This design comes from an exercise in tuning for small area on the open sky130 flow, not from production work. Only simulation tests tie the RTL to the original design; equivalence was not proved.

### flow/run.sh
#!/bin/bash
# synth_recipe.tcl (not shown) runs the flow's synth.tcl, then flattens the netlist and writes it again
# the make line also repeats each setting of config.mk as NAME=value (left out here)
make -C /OpenROAD-flow-scripts/flow DESIGN_CONFIG=/design/flow/config.mk WORK_HOME=/design/flow/orfs CLKGATE_MAP_FILE= SYNTH_SCRIPT=/design/flow/synth_recipe.tcl finish
### flow/config.mk
export PLATFORM = sky130hd
export DESIGN_NAME = sample_dsp
export DESIGN_NICKNAME = sample_dsp
export VERILOG_FILES = /design/flow/design.v
export SDC_FILE = /design/flow/constraint.sdc
export NUM_CORES = 4
export LEC_CHECK = 0
export CAP_MARGIN = 20
export CORE_MARGIN = 2
export CORE_UTILIZATION = 40
export SLEW_MARGIN = 20
### flow/constraint.sdc
create_clock -name core_clock -period 5.0 [get_ports {clk_20M}]
set_input_delay 1.0000 -clock core_clock [delete_from_list [all_inputs] [get_ports {clk_20M}]]
set_output_delay 1.0000 -clock core_clock [all_outputs]
set_load 0.01 [all_outputs]
### flow/design.v
	module clk_1M(clk0, rst_n, clk_1M, tick);
	input clk0, rst_n;
	output clk_1M;
	output tick;	 
	reg [7:0] cnt;
	reg clk_1M;
	assign tick = (cnt == 8'd19) && !clk_1M;
	always@(posedge clk0 or negedge rst_n)
	begin
		if(!rst_n)	
		begin
			cnt <= 0;
			clk_1M <= 0;
		end
		else
		begin
			if(cnt == 8'd19) 
			begin
				cnt <= 0;
				clk_1M <= ~clk_1M;
			end
			else	cnt <= cnt + 8'h1;
		end
	end
	endmodule
module Encoder(clk, en, clk_rd, chA, chB, rst_n, data);
  input       clk;
  input       en;
  input       rst_n;
  input       chA, chB;
  input       clk_rd;
  output[15:0] data;
  reg[15:0]    data;                                     
  reg[15:0]    databuf;
  reg[1:0]     state;                                     
  reg[1:0]	   state_r1, state_r2;
  wire         outputflag;                                
  reg          clk_rd_r1;
  reg		   	clk_rd_r0;
  wire [1:0]	state_pre, state_last;
  assign outputflag = (clk_rd_r0 & (~clk_rd_r1));
  assign state_pre = state & state_r1;
  assign state_last = state_r1 & state_r2;
  always@(posedge clk or negedge rst_n)
  begin
    if(!rst_n)
    begin
      state <= 0;
      databuf <= 0;
      data <= 0;
      clk_rd_r0 <= 0;
      clk_rd_r1 <= 0;
      state_r1 <= 0;
      state_r2 <= 0;
    end
    else if(en)
      begin
        state[0] <= chA;
        state[1] <= chB;
        clk_rd_r0 <= clk_rd;
        clk_rd_r1 <= clk_rd_r0;
        state_r1 <= state;
        state_r2 <= state_r1;
        if(outputflag)  
        begin
          data <= databuf;
          databuf <= 0;
        end
        else
        begin
			case({state_last, state_pre})
			4'b0010:  databuf <= databuf - 16'd1;
			4'b1011:  databuf <= databuf - 16'd1;
			4'b1101:  databuf <= databuf - 16'd1;
			4'b0100:  databuf <= databuf - 16'd1;
			4'b0001:  databuf <= databuf + 16'd1;
			4'b0111:  databuf <= databuf + 16'd1;
			4'b1110:  databuf <= databuf + 16'd1;
			4'b1000:  databuf <= databuf + 16'd1;
			default:  databuf <= databuf;
			endcase
		end
      end
  end
  endmodule
module IncEncoderGroup(clk_encoder, en, rst_n, RD, chA, chB,
								data_out0, data_out1, data_out2, data_out3, data_out4, data_out5, data_out6);
input clk_encoder, en, rst_n;
input RD;
input [6:0]chA;
input [6:0]chB;
output [15:0]data_out0;
output [15:0]data_out1;
output [15:0]data_out2;
output [15:0]data_out3;
output [15:0]data_out4;
output [15:0]data_out5;
output [15:0]data_out6;
	Encoder	encoder_0(
					.clk(clk_encoder), 
					.en(en), 
					.clk_rd(~RD), 
					.chA(chA[0]), 
					.chB(chB[0]), 
					.rst_n(rst_n), 
					.data(data_out0)
					);
	Encoder	encoder_1(
					.clk(clk_encoder), 
					.en(en), 
					.clk_rd(~RD), 
					.chA(chA[1]), 
					.chB(chB[1]), 
					.rst_n(rst_n), 
					.data(data_out1)
					);
	Encoder	encoder_2(
					.clk(clk_encoder), 
					.en(en), 
					.clk_rd(~RD), 
					.chA(chA[2]), 
					.chB(chB[2]), 
					.rst_n(rst_n), 
					.data(data_out2)
					);
	Encoder	encoder_3(
					.clk(clk_encoder), 
					.en(en), 
					.clk_rd(~RD), 
					.chA(chA[3]), 
					.chB(chB[3]), 
					.rst_n(rst_n), 
					.data(data_out3)
					);
	Encoder	encoder_4(
					.clk(clk_encoder), 
					.en(en), 
					.clk_rd(~RD), 
					.chA(chA[4]), 
					.chB(chB[4]), 
					.rst_n(rst_n), 
					.data(data_out4)
					);
	Encoder	encoder_5(
					.clk(clk_encoder), 
					.en(en), 
					.clk_rd(~RD), 
					.chA(chA[5]), 
					.chB(chB[5]), 
					.rst_n(rst_n), 
					.data(data_out5)
					);
	Encoder	encoder_6(
					.clk(clk_encoder), 
					.en(en), 
					.clk_rd(~RD), 
					.chA(chA[6]), 
					.chB(chB[6]), 
					.rst_n(rst_n), 
					.data(data_out6)
					);
	endmodule
module AbsEncoder(clk, 
						clk_rd, 
						rst_n, data_in, cs0_n, cs1_n, busy0, convst, enc_rst, 
						data_out0, data_out1, data_out2, data_out3, data_out4, data_out5, data_out6, data_out7, 
						data_out8, data_out9, data_outA, data_outB, data_outC, data_outD, data_outE, data_outF 
						);
	input clk, rst_n, busy0;
	input clk_rd;
	input[15:0] 	data_in;
	output 			convst, enc_rst, cs0_n, cs1_n;
	output[15:0]	data_out0;
	output[15:0]	data_out1;
	output[15:0]	data_out2;
	output[15:0]	data_out3;
	output[15:0]	data_out4;
	output[15:0]	data_out5;
	output[15:0]	data_out6;
	output[15:0]	data_out7;
	output[15:0]	data_out8;
	output[15:0]	data_out9;
	output[15:0]	data_outA;
	output[15:0]	data_outB;
	output[15:0]	data_outC;
	output[15:0]	data_outD;
	output[15:0]	data_outE;
	output[15:0]	data_outF;
	reg[15:0]		data_out0;	
	reg[15:0]		data_out1;
	reg[15:0]		data_out2;
	reg[15:0]		data_out3;
	reg[15:0]		data_out4;
	reg[15:0]		data_out5;
	reg[15:0]		data_out6;
	reg[15:0]		data_out7;
	reg[15:0]		data_out8;
	reg[15:0]		data_out9;
	reg[15:0]		data_outA;
	reg[15:0]		data_outB;
	reg[15:0]		data_outC;
	reg[15:0]		data_outD;
	reg[15:0]		data_outE;
	reg[15:0]		data_outF;
	reg				convst, enc_rst, cs0_n, cs1_n;
	reg[2:0]		enc_rst_cnt;
	reg[7:0]		data_cnt;
	reg[3:0]		convst_cnt;
	wire        outputflag;                                
	reg         clk_rd_r1;
	reg		   clk_rd_r0;
	assign outputflag = (clk_rd_r0 & (~clk_rd_r1));
	always@ (posedge clk or negedge rst_n)
	begin
		if(!rst_n)
		begin
			enc_rst <= 1'b1;
			enc_rst_cnt <= 0;
		end
		else
		begin
			if(enc_rst_cnt == 3'b111)
				enc_rst <= 0;
			else
				enc_rst_cnt <= enc_rst_cnt + 3'b001;
		end
	end
	reg busy0_r;
	reg rd_start;
	wire busy0_neg;
	assign busy0_neg = (busy0_r & (~busy0));	 
	always@ (posedge clk or negedge rst_n)
	begin
		if(!rst_n)
		begin
			busy0_r <= 1'b0;
			clk_rd_r0 <= 1'b0;
			clk_rd_r1 <= 1'b0;
		end
		else
		begin
			busy0_r <= busy0;
         clk_rd_r0 <= clk_rd;
         clk_rd_r1 <= clk_rd_r0;
		end
	end
	always@ (posedge clk or negedge rst_n)
	begin
		if(!rst_n)
		begin
			data_cnt <= 0;
		end
		else
		begin
			if(rd_start)
				data_cnt <= data_cnt + 8'h1;
			else
				data_cnt <= 8'd0;
		end
	end
	always@ (posedge clk or negedge rst_n)
	begin
		if(!rst_n)
		begin
			convst_cnt <= 0;
		end
		else
		begin
			if(!convst)
				convst_cnt <= convst_cnt + 4'h1;
			else
				convst_cnt <= 4'd0;
		end
	end	
	always@ (posedge clk or negedge rst_n)
	begin
		if(!rst_n)
		begin
			data_out0 <= 0;
			data_out1 <= 0;
			data_out2 <= 0;
			data_out3 <= 0;
			data_out4 <= 0;
			data_out5 <= 0;
			data_out6 <= 0;
			data_out7 <= 0;
			data_out8 <= 0;
			data_out9 <= 0;
			data_outA <= 0;
			data_outB <= 0;
			data_outC <= 0;
			data_outD <= 0;
			data_outE <= 0;
			data_outF <= 0;
			convst <= 1'b1;			
			cs0_n <= 1'b1;
			cs1_n <= 1'b1;
			rd_start <= 1'b0;
		end
		else
		begin
			if(outputflag && (!enc_rst))
			begin
				convst <= 1'b0;		 
			end
			if(convst_cnt == 4'd4)
				convst <= 1'b1;		 
			if(busy0_neg)				 
			begin
				rd_start <= 1'b1;
			end
			if(rd_start)
			begin
				case(data_cnt)
					8'd0:	
					begin
						cs0_n <= 0;
						cs1_n <= 1;
					end
					8'd1:
					begin
						cs0_n <= 1;
						cs1_n <= 1;
						data_out0 <= data_in;
					end
					8'd2:	
					begin
						cs0_n <= 0;
						cs1_n <= 1;
					end
					8'd3:
					begin
						cs0_n <= 1;
						cs1_n <= 1;
						data_out1 <= data_in;
					end
					8'd4:	
					begin
						cs0_n <= 0;
						cs1_n <= 1;
					end
					8'd5:
					begin
						cs0_n <= 1;
						cs1_n <= 1;
						data_out2 <= data_in;
					end
					8'd6:	
					begin
						cs0_n <= 0;
						cs1_n <= 1;
					end
					8'd7:
					begin
						cs0_n <= 1;
						cs1_n <= 1;
						data_out3 <= data_in;
					end
					8'd8:	
					begin
						cs0_n <= 0;
						cs1_n <= 1;
					end
					8'd9:
					begin
						cs0_n <= 1;
						cs1_n <= 1;
						data_out4 <= data_in;
					end
					8'd10:	
					begin
						cs0_n <= 0;
						cs1_n <= 1;
					end
					8'd11:
					begin
						cs0_n <= 1;
						cs1_n <= 1;
						data_out5 <= data_in;
					end
					8'd12:
					begin
						cs0_n <= 0;
						cs1_n <= 1;
					end
					8'd13:
					begin
						cs0_n <= 1;
						cs1_n <= 1;
						data_out6 <= data_in;
					end
					8'd14:	
					begin
						cs0_n <= 0;
						cs1_n <= 1;
					end
					8'd15:
					begin
						cs0_n <= 1;
						cs1_n <= 1;
						data_out7 <= data_in;
					end
					8'd16:
					begin
						cs0_n <= 1;
						cs1_n <= 0;				
					end
					8'd17:
					begin
						cs0_n <= 1;
						cs1_n <= 1;
						data_out8 <= data_in;
					end
					8'd18:
					begin
						cs0_n <= 1;
						cs1_n <= 0;
					end
					8'd19:
					begin
						cs0_n <= 1;
						cs1_n <= 1;
						data_out9 <= data_in;
					end
					8'd20:	
					begin
						cs0_n <= 1;
						cs1_n <= 0;
					end
					8'd21:
					begin
						cs0_n <= 1;
						cs1_n <= 1;
						data_outA <= data_in;
					end
					8'd22:
					begin
						cs0_n <= 1;
						cs1_n <= 0;
					end
					8'd23:
					begin
						cs0_n <= 1;
						cs1_n <= 1;
						data_outB <= data_in;
					end
					8'd24:
					begin
						cs0_n <= 1;
						cs1_n <= 0;
					end
					8'd25:
					begin
						cs0_n <= 1;
						cs1_n <= 1;
						data_outC <= data_in;
					end
					8'd26:
					begin
						cs0_n <= 1;
						cs1_n <= 0;					
					end
					8'd27:
					begin
						cs0_n <= 1;
						cs1_n <= 1;
						data_outD <= data_in;
					end
					8'd28:
					begin
						cs0_n <= 1;
						cs1_n <= 0;	
					end
					8'd29:
					begin
						cs0_n <= 1;
						cs1_n <= 1;	
						data_outE <= data_in;
					end
					8'd30:
					begin
						cs0_n <= 1;
						cs1_n <= 0;
					end
					8'd31:
					begin
						cs0_n <= 1;
						cs1_n <= 1;	
						data_outF <= data_in;
						rd_start <= 0;
					end
					default:
					begin
						cs0_n <= 1;
						cs1_n <= 1;
					end
				endcase
			end
		end
	end
endmodule
module ParaBus(clk, rst_n, DSP_Add, DSP_Data_in, DSP_Data_out, DSP_Data_oe, WR, RD, CS0, LED,
					IncEncoder1, IncEncoder2, IncEncoder3, IncEncoder4,
					IncEncoder5, IncEncoder6, IncEncoder7, IncEncoderRd,
					AbsEncoder0, AbsEncoder1, AbsEncoder2, AbsEncoder3,
					AbsEncoder4, AbsEncoder5, AbsEncoder6, AbsEncoder7,
					AbsEncoder8, AbsEncoder9, AbsEncoderA, AbsEncoderB,
					AbsEncoderC, AbsEncoderD, AbsEncoderE, AbsEncoderF); 
input clk, rst_n;
input [7:0] DSP_Add;			 
input WR,RD,CS0;				 
input [15:0] IncEncoder1;
input [15:0] IncEncoder2;
input [15:0] IncEncoder3;
input [15:0] IncEncoder4;
input [15:0] IncEncoder5;
input [15:0] IncEncoder6;
input [15:0] IncEncoder7;
input [15:0] AbsEncoder0;
input [15:0] AbsEncoder1;
input [15:0] AbsEncoder2;
input [15:0] AbsEncoder3;
input [15:0] AbsEncoder4;
input [15:0] AbsEncoder5;
input [15:0] AbsEncoder6;
input [15:0] AbsEncoder7;
input [15:0] AbsEncoder8;
input [15:0] AbsEncoder9;
input [15:0] AbsEncoderA;
input [15:0] AbsEncoderB;
input [15:0] AbsEncoderC;
input [15:0] AbsEncoderD;
input [15:0] AbsEncoderE;
input [15:0] AbsEncoderF;
output [3:0] LED;				 
output IncEncoderRd;
input [15:0] DSP_Data_in;
output [15:0] DSP_Data_out;
output DSP_Data_oe;		 
reg [15:0] DSP_Data_reg;
reg [15:0] Control_reg;
reg [3:0] LED_reg; 
reg WR_r, RD_r, oe_reg;
wire wr_rise = WR & ~WR_r;
wire rd_fall = ~RD & RD_r;
always @ (posedge clk or negedge rst_n) 
begin 
	if(!rst_n)
	begin
		Control_reg <= 16'h0000;
		LED_reg <= 4'h0;
	end
	else if(wr_rise && CS0==1'b0)	 
	begin 
		case(DSP_Add)
			6'h00:	
			begin
				Control_reg <= DSP_Data_in;
			end
			6'h01: 		 
			begin 
				LED_reg <= DSP_Data_in[3:0]; 
			end
		endcase 
	end 
end 
always @ (posedge clk or negedge rst_n)
begin 
if(!rst_n)
    DSP_Data_reg <= 16'h0000;
else if(rd_fall && CS0 == 1'b0)	 
    begin
		case(DSP_Add)
			6'h00:
			begin
				DSP_Data_reg <= Control_reg;
			end
        	6'h10:	
			begin 
				DSP_Data_reg <= IncEncoder1;	
			end
        	6'h11:	
			begin 
				DSP_Data_reg <= IncEncoder2;	
			end
        	6'h12:	
			begin 
				DSP_Data_reg <= IncEncoder3;	
			end
        	6'h13:	
			begin 
				DSP_Data_reg <= IncEncoder4;	
			end
        	6'h14:	
			begin 
				DSP_Data_reg <= IncEncoder5;	
			end
        	6'h15:	
			begin 
				DSP_Data_reg <= IncEncoder6;	
			end
        	6'h16:	
			begin 
				DSP_Data_reg <= IncEncoder7;	
			end
        	6'h20:	
			begin 
				DSP_Data_reg <= AbsEncoder0;	
			end
        	6'h21:	
			begin 
				DSP_Data_reg <= AbsEncoder1;	
			end
        	6'h22:	
			begin 
				DSP_Data_reg <= AbsEncoder2;	
			end
        	6'h23:	
			begin 
				DSP_Data_reg <= AbsEncoder3;	
			end
        	6'h24:	
			begin 
				DSP_Data_reg <= AbsEncoder4;	
			end
        	6'h25:	
			begin 
				DSP_Data_reg <= AbsEncoder5;	
			end
        	6'h26:	
			begin 
				DSP_Data_reg <= AbsEncoder6;	
			end			
       	6'h27:	
			begin 
				DSP_Data_reg <= AbsEncoder7;	
			end
        	6'h28:	
			begin 
				DSP_Data_reg <= AbsEncoder8;	
			end
        	6'h29:	
			begin 
				DSP_Data_reg <= AbsEncoder9;	
			end
        	6'h2A:	
			begin 
				DSP_Data_reg <= AbsEncoderA;	
			end
        	6'h2B:	
			begin 
				DSP_Data_reg <= AbsEncoderB;	
			end
        	6'h2C:	
			begin 
				DSP_Data_reg <= AbsEncoderC;	
			end
        	6'h2D:	
			begin 
				DSP_Data_reg <= AbsEncoderD;	
			end
        	6'h2E:	
			begin 
				DSP_Data_reg <= AbsEncoderE;	
			end			
       	6'h2F:	
			begin 
				DSP_Data_reg <= AbsEncoderF;	
			end	
			endcase 
	end 
end
assign IncEncoderRd = Control_reg[0];
assign LED = LED_reg;
always @ (posedge clk or negedge rst_n)
begin
	if(!rst_n)
	begin
		WR_r <= 1'b1;
		RD_r <= 1'b1;
		oe_reg <= 1'b0;
	end
	else
	begin
		WR_r <= WR;
		RD_r <= RD;
		oe_reg <= (CS0 == 1'b0 && RD == 1'b0);
	end
end
assign DSP_Data_out = DSP_Data_reg;
assign DSP_Data_oe = oe_reg;
endmodule 
module sample_dsp(
	input         clk_20M,
	input         rst_n,
	input         WR,
	input         RD,
	input         CS0,
	input  [7:0]  DSP_Add,
	input  [15:0] DSP_Data_in,
	output [15:0] DSP_Data_out,
	output        DSP_Data_oe,
	input  [6:0]  chAn,
	input  [6:0]  chBn,
	input  [15:0] data_in,
	input         busy0,
	output [3:0]  LED,
	output        cs0_n,
	output        cs1_n,
	output        convst,
	output        enc_rst
);
	wire        clk_1M, tick_1M;
	wire        IncEncoderRd;
	wire [15:0] inc0, inc1, inc2, inc3, inc4, inc5, inc6;
	wire [15:0] abs0, abs1, abs2, abs3, abs4, abs5, abs6, abs7;
	wire [15:0] abs8, abs9, absA, absB, absC, absD, absE, absF;
	clk_1M inst45(.clk0(clk_20M), .rst_n(rst_n), .clk_1M(clk_1M), .tick(tick_1M));
	IncEncoderGroup inst(
		.clk_encoder(clk_20M), .en(tick_1M), .rst_n(rst_n), .RD(IncEncoderRd),
		.chA(~chAn), .chB(~chBn),
		.data_out0(inc0), .data_out1(inc1), .data_out2(inc2), .data_out3(inc3),
		.data_out4(inc4), .data_out5(inc5), .data_out6(inc6));
	AbsEncoder inst1(
		.clk(clk_20M), .clk_rd(IncEncoderRd), .rst_n(rst_n),
		.data_in(data_in), .cs0_n(cs0_n), .cs1_n(cs1_n), .busy0(busy0),
		.convst(convst), .enc_rst(enc_rst),
		.data_out0(abs0), .data_out1(abs1), .data_out2(abs2), .data_out3(abs3),
		.data_out4(abs4), .data_out5(abs5), .data_out6(abs6), .data_out7(abs7),
		.data_out8(abs8), .data_out9(abs9), .data_outA(absA), .data_outB(absB),
		.data_outC(absC), .data_outD(absD), .data_outE(absE), .data_outF(absF));
	ParaBus ParaBusInst(
		.clk(clk_20M), .rst_n(rst_n),
		.DSP_Add(DSP_Add), .DSP_Data_in(DSP_Data_in), .DSP_Data_out(DSP_Data_out),
		.DSP_Data_oe(DSP_Data_oe), .WR(WR), .RD(RD), .CS0(CS0), .LED(LED),
		.IncEncoder1(inc0), .IncEncoder2(inc1), .IncEncoder3(inc2), .IncEncoder4(inc3),
		.IncEncoder5(inc4), .IncEncoder6(inc5), .IncEncoder7(inc6), .IncEncoderRd(IncEncoderRd),
		.AbsEncoder0(abs0), .AbsEncoder1(abs1), .AbsEncoder2(abs2), .AbsEncoder3(abs3),
		.AbsEncoder4(abs4), .AbsEncoder5(abs5), .AbsEncoder6(abs6), .AbsEncoder7(abs7),
		.AbsEncoder8(abs8), .AbsEncoder9(abs9), .AbsEncoderA(absA), .AbsEncoderB(absB),
		.AbsEncoderC(absC), .AbsEncoderD(absD), .AbsEncoderE(absE), .AbsEncoderF(absF));
endmodule
==> results.toml <==
[status]
status = "no timing/DRC/antenna violations"

[cts]
cts_max_level = 3
clock_path_buffers = 3
cts_resized = 0
clock-sinks = 595
numCtsBuffers = 71
clk_pin_slew_worst_paths_ps = 60
ctsHoldBuffers = 0
clk_latency_ps = 630
cts-root-buf = "clkbuf_16"
post_cts_buffers = 0
tritoncts = "yes"

[worst_setup_path]
crit_type = "reg -> reg"
crit_path_max_incr_delay_ps = 560
path_buf_inv = 1
slowest_stage = "o41ai_1"
path_cells = "nand3_1 -> o21a_1 -> o22ai_1 -> a21oi_1 -> o21ai_0 -> inv_1 -> ha_1 -> and3_1 -> a2111oi_2 -> o41ai_1 -> a21oi_1 -> o21ai_0 -> xnor2_1 -> a21oi_1 -> o21ai_0 -> o31ai_1"
start_kind = "flip-flop"
cp_data_required_time_ps = 5480
cpLargestDelayFamily = "compound AO/OA/AOI/OAI gates"
critical_path.endpoint_type = "flip-flop"
arrival_ps = 4870
cp_max_fo = 14

[drt]
wl_um = 85400
first_iter_violations = 1851
wire_per_inst_um = 22.4
drc = 0
firstDrtPassIters = 6
vias_per_cell = 5.82
drtAntennaViolNets = 0
num_vias = 22216

[cells_and_area]
syn_to_final_growth_pct = 14.3
fill_cells = 6762
diodes = 0
fin_area_um2 = 34800
fin_util_pct = 46.0
fin_nets = 2958
drive_above_1_share_pct = 21.5

[global_route]
grt_overflow_total = 0
grt_max_degree = 113
grt_usage_pct = 22.0
grt_pass1_vias = 22294
antenna_found_initial = 5
grt_first_pass_wirelength_um = 134000

[logic_synthesis]
synth.avg_cell_area_um2 = 11.2
yosysUniqueCellTypes = 76
ys.flop_type = "dfrtp_1"
netlist_instances = 2726
synthesis.area_um2 = 30500
synth-seq-cells = 595
yosysWarnings = 4
synth_top_area_cell = "dfrtp_1"
syn_nets = 2900
synth_top_area_share_pct = 48.4
yosys-top-cells-area = "dfrtp_1, mux2_2, ha_1"
synth_edf_count = 0
async_flop_share_pct = 100
ys_seq_area_share_pct = 48.9

[floorplanning]
design.core.area_um2 = 75700
die_x_um = 280
fp.dieH_um = 280
ios = 85
initial_utilization_pct = 40.2
die_area_um2 = 78400
row_count = 101

[pwr]
ir_drop_mv = 0.262
power_mw = 14.3
p_per_area_nw_per_um2 = 412
leakagePower_nw = 15.6

[timing]
tns_ps = 0
finalMaxSlewViolations = 0
hold_viol = 0
max_freq_mhz = 228
worst_pin_slew_ps = 1130
rsz0062_at_grt = "false"
slew_headroom_pct = 24.5
setup_viol = 0
finalCriticalPeriod_ps = 4390
fin_skew_ps = 24.4
period_share_pct = 87.7

[place]
gp_congestion = 0.961
placed_cell_area_um2 = 32400
portBuffers = 84
hpwlAfterDp_um = 59100

[job]
maxCapViolations = 0

[worst_hold_path]
min_path_type = "reg -> reg"
[stage by stage]
step	worst slack [ps]	hold WS (ps)	instances
5_1_grt	308	420	3819
3_3_place_gp	767	380	3689
4_1_cts	688	393	3819
2_1_floorplan	1190	354	2726
6_report	613	397	3819
3_5_place_dp	710	374	3689
[cell usage in the layout (no fill, tap or decap), types with 11 or more instances in the layout]
| cell | count |
|---|---|
| o41ai_1 | 18 |
| mux2i_1 | 40 |
| o21ai_0 | 137 |
| clkbuf_8 | 19 |
| nor3_1 | 32 |
| mux2_2 | 401 |
| a21o_1 | 41 |
| nand2_1 | 298 |
| a211oi_1 | 15 |
| clkbuf_16 | 71 |
| xor2_1 | 48 |
| o31ai_1 | 34 |
| a22o_1 | 45 |
| and3_1 | 13 |
| buf_4 | 54 |
| ha_1 | 107 |
| nand3_1 | 52 |
| dfrtp_1 | 589 |
| clkbuf_1 | 13 |
| nor2b_1 | 29 |
| and2_1 | 16 |
| nand2b_1 | 12 |
| nor2_1 | 98 |
| clkdlybuf4s50_1 | 80 |
| xnor2_1 | 64 |
| a221oi_1 | 23 |
| a21oi_1 | 95 |
| a31oi_1 | 15 |
| a222oi_1 | 13 |
| o22ai_1 | 22 |
| clkinv_2 | 11 |
| inv_1 | 48 |
| nand4_1 | 15 |
| or3_1 | 14 |
| o21a_1 | 26 |
| a22oi_1 | 53 |
[kinds of logic (layout without fill, tap and decap cells)]
group,after synthesis,after routing,synth area share [%]
XOR/XNOR,112,112,3.22
buffers and inverters,206,321,2.90
adder cells (fa/ha/maj),114,114,4.86
AO/OA/AOI/OAI,630,630,14.2
flip-flops,595,595,48.9
AND/OR/NAND/NOR,619,619,9.31
multiplexers,450,450,16.6
[cell type report]
class | count | area, um^2 | share of cell area (%)
clock inverter | 27 | 348 | 0.999
multi-input combinational | 1925 | 14700 | 42.3
tap | 978 | 1220 | 3.51
timing repair buffer | 143 | 1370 | 3.92
sequential | 595 | 14900 | 42.8
inverter | 48 | 180 | 0.518
clock buffer | 103 | 2090 | 5.99
[path summary, 6_finish.rpt]
path,cells past startpoint,slack (ps),end,from
max in group asynchronous,2,3390,inst.encoder_3.data[11],rst_n
worst min-delay path,0,400,inst1.clk_rd_r1,inst1.clk_rd_r0
worst max register to register,16,610,inst.encoder_2.databuf[15],inst.encoder_2.state[1]
min in group asynchronous,1,410,inst1.enc_rst_cnt[1],rst_n
worst min register to register,0,400,inst1.clk_rd_r1,inst1.clk_rd_r0
worst max-delay path,16,610,inst.encoder_2.databuf[15],inst.encoder_2.state[1]
[layer usage]
metal	global-route usage, %	vias to the layer above	part of all wire, %	wire length (um)
li1	-	10147	-	-
met1	31.4	11205	46	39000
met2	34.2	695	45	38800
met3	3.39	161	5.8	4920
met4	7.34	8	3.1	2680
met5	0	-	0.060	51
[synthesized netlist by cell type, types with 14 or more instances]
| master | n |
|---|---|
| mux2_2 | 401 |
| a22oi_1 | 53 |
| a31oi_1 | 15 |
| a21o_1 | 41 |
| mux2i_1 | 40 |
| nand3_1 | 55 |
| nor3_1 | 32 |
| inv_1 | 48 |
| a22o_1 | 45 |
| nor2_1 | 98 |
| a211oi_1 | 15 |
| nand4_1 | 15 |
| o21ai_0 | 139 |
| dfrtp_1 | 589 |
| o22ai_1 | 22 |
| and2_1 | 16 |
| or3_1 | 15 |
| a221oi_1 | 23 |
| nor2b_1 | 30 |
| a21oi_1 | 95 |
| ha_1 | 107 |
| o31ai_1 | 34 |
| clkbuf_1 | 108 |
| and3_1 | 14 |
| o41ai_1 | 18 |
| xnor2_1 | 64 |
| o21a_1 | 26 |
| nand2_1 | 298 |
| xor2_1 | 48 |
| buf_2 | 35 |
[power by group]
part / switching [mW] / total (mW) / internal [mW]
clock network: 2.12 / 5.35 / 3.23
logic: 1.07 / 2.42 / 1.34
registers: 0.621 / 6.57 / 5.95

-- separate check: timing with driven ports --
Ports are ideal in the flow. The routed layout listed here was re-timed in OpenROAD. Step 1, drivers: a clkbuf_16 drives clk_20M and a buf_2 each remaining input, both assumed. Step 2 adds t to the input delays and takes it off the output delays; t is the mean of the earliest and latest rising clock arrival at the registers after step 1. Input paths then give back, and output paths get back, about the clock's delay inside the block. Three values: no drivers, after step 1, after step 2; two values: the first two.
t, ns: 0.677
slack for setup (ns): 0.613 / 0.613 / 0.408
worst slew at a driven data input, ns: 0.09
After both steps this run still meets setup and hold. The setup slack of this run moves by 0.000 ns with the drivers and by -0.205 ns with both steps.
